This design comes from an exercise in tuning for small area, a short achievable clock period and few clock cycles on the open sky130 flow, not from production work.
In this exercise RTL edits were held to simulation tests only and were not proved equivalent to the original.

==> flow/design.v (excerpt) <==
module goldschmidt_divider (
    input wire clk,
    input wire rst_n,
    input wire start,
    input wire [15:0] numerator,       
    input wire [15:0] denominator,     
    output wire [15:0] quotient,       
    output reg valid,
    output wire error
);
Size: roughly 3800 cells after synthesis, about 180 flip-flops, about 0.029 sq mm of cells after synthesis.
==> flow/config.mk <==
export PLATFORM = sky130hd
export DESIGN_NAME = goldschmidt_divider
export DESIGN_NICKNAME = goldschmidt_divider
export VERILOG_FILES = /design/flow/design.v
export SDC_FILE = /design/flow/constraint.sdc
export NUM_CORES = 4
export LEC_CHECK = 0
export ABC_AREA = 1
export CAP_MARGIN = 10
export CORE_MARGIN = 2
export CORE_UTILIZATION = 50
export SETUP_SLACK_MARGIN = 5
export SLEW_MARGIN = 10
==> flow/constraint.sdc <==
create_clock -name core_clock -period 11.0 [get_ports {clk}]
set_input_delay 2.2000 -clock core_clock [delete_from_list [all_inputs] [get_ports {clk}]]
set_output_delay 2.2000 -clock core_clock [all_outputs]
set_load 0.01 [all_outputs]
run.sh (not shown) runs the stock make flow with config.mk's settings and CLKGATE_MAP_FILE= SYNTH_SCRIPT=/design/flow/synth_recipe.tcl, a recipe that flattens the netlist after the stock synthesis.
Testbench counts at the start, summed over its fixed seeds: cycles 112,000.
Then changed:
CAP_MARGIN = 20   (was 10)
SETUP_SLACK_MARGIN = 4.5   (was 5)
SLEW_MARGIN = 20   (was 10)
What happened: Sequential cell count is unchanged; design area drops by 2.4%; hold slack is worse by 44 ps; setup slack loses 440 ps; synthesized cell count is unchanged; global-route usage shrinks by 0.17 points; die area is unchanged; wire length is lower by 0.99%.
Then changed:
CORE_UTILIZATION = 60   (was 50)
SETUP_SLACK_MARGIN = 5   (was 4.5)
After rerunning:
- area after synthesis is unchanged
- cell count goes down by 1.7%
- global-route usage goes up by 7.8 points
- sequential share of layout area goes down by 0.25 points
- worst hold slack gains 59 ps
- clock-buffer cell count goes down by 2
- setup slack gains 300 ps
- wire length goes up by 4.3%
- utilization goes up by 13 points
- fmax goes up by 5.0%
Then changed:
CORE_UTILIZATION = 50   (was 60)
The changed run ran to the end with no violations.
Clock skew went down by 8.7 ps.
Routed wire length went down by a few percent.
Global-route usage went down by 7.7 points.
Final area went down slightly.
Core utilization went down by 12 points.
Hold slack got worse by 14 ps.
Critical path depth went up by 1.

========
build 1:
goldschmidt_divider, a different RTL version from the one above (not shown whole).
Size: roughly 3,300 cells after synthesis, roughly 53 I/O pins, ~29,000 um^2 of cells after synthesis.
Design goldschmidt_divider, start of the top module:
module goldschmidt_divider (
    input wire clk,
    input wire rst_n,
    input wire start,
    input wire [15:0] numerator,       
    input wire [15:0] denominator,     
    output wire [15:0] quotient,       
    output reg valid,
    output wire error
);
reg        busy;
reg [2:0]  cnt;
reg [28:0] xn;       
reg [29:0] accn;
reg [24:0] xd;       
reg [25:0] accd;
reg [11:0] yh;       
reg [6:0]  one_n, two_n, neg_n, one_dn, two_dn, neg_dn;
reg [3:0]  lz;       
reg        eq, dz, d3one;
wire [2:0] cnt_nx = busy ? cnt + 3'd1 : 3'd0;
wire       fin    = cnt[0];      
wire [42:0] sumn;
wire [38:0] sumd;
gs_mac #(.W(30), .O(43)) mn (.a(accn), .x({xn, 1'b0}), .one(one_n), .two(two_n), .neg(neg_n), .s(sumn));
gs_mac #(.W(26), .O(39)) md (.a(accd), .x({xd, 1'b0}), .one(~one_dn), .two(~two_dn), .neg(~neg_dn), .s(sumd));
function [20:0] booth;       
    input [12:0] v;
    reg [15:0] w;
    integer i;
    begin
        w = {2'b00, v, 1'b0};
        for (i = 0; i < 7; i = i + 1) begin
            booth[i]      = w[2*i+1] ^ w[2*i];
            booth[7 + i]  = (w[2*i+2] & ~w[2*i+1] & ~w[2*i]) | (~w[2*i+2] & w[2*i+1] & w[2*i]);
            booth[14 + i] = w[2*i+2] & ~(w[2*i+1] & w[2*i]);
        end
    end
endfunction
wire [12:0] nxdig = ~sumd[24:12];    
  ...
clock: 11.0 ns
lec_check: 0
cap_margin: 20
core_margin: 2
core_utilization: 65
setup_slack_margin: 5
slew_margin: 20
Build 1: all stages complete, timing, DRC and antenna checks passed
Testbench counts of build 1, summed over its fixed seeds: cycles 112,000.
The inputs of build 29 differ from those of build 1 as listed below.
-- flow/config.mk --
<<< build 1, line 10
export CORE_UTILIZATION = 65
>>> build 29, line 10
export CORE_UTILIZATION = 50
--- outcome ---
Comparing build 1 and build 29, the lower final critical-path required period was measured on build 29.
Changes observed in build 29 relative to build 1: routed wire length up 2400 um, smallest hold slack flat, routability-driven placement congestion ratio up about 1.6%, summed area of non-filler cells in the final layout down about 0.35%.

## port drivers added, routing unchanged
How much do the figures lean on ideal ports? The routed layouts below were timed once more, with nothing changed but the port constraints. Step 1 sets driving cells, clkbuf_16 on the clock port and buf_2 on the other inputs (assumed; they add their load-dependent delay and slew). Step 2, shift: input delay + t, output delay - t, t = (earliest + latest rising clock arrival at the registers) / 2. This alone moves slack from input paths to output paths. a / b / c = ideal / step 1 / step 2; a / b = the first two.
| run | t, ns | setup WS [ns] | worst setup path at the end |
|---|---|---|---|
| the first run of note 1 | 0.538 | 5.084 / 5.055 / 5.084 | register to register |
| the second run of note 1 | 0.539 | 4.648 / 4.648 / 4.648 | register to register |
| the third run of note 1 | 0.533 | 4.952 / 4.890 / 4.994 | register to register |
| the fourth run of note 1 | 0.538 | 5.091 / 5.058 / 5.087 | input to register |
| build 1 | 0.509 | 4.887 / 4.829 / 4.687 | input to register |
| build 29 | 0.517 | 4.967 / 4.904 / 4.783 | input to register |
After both steps every run listed still meets setup and hold. The setup slack of build 1, which loses most, moves by -0.058 ns with the drivers and by -0.200 ns with both steps.
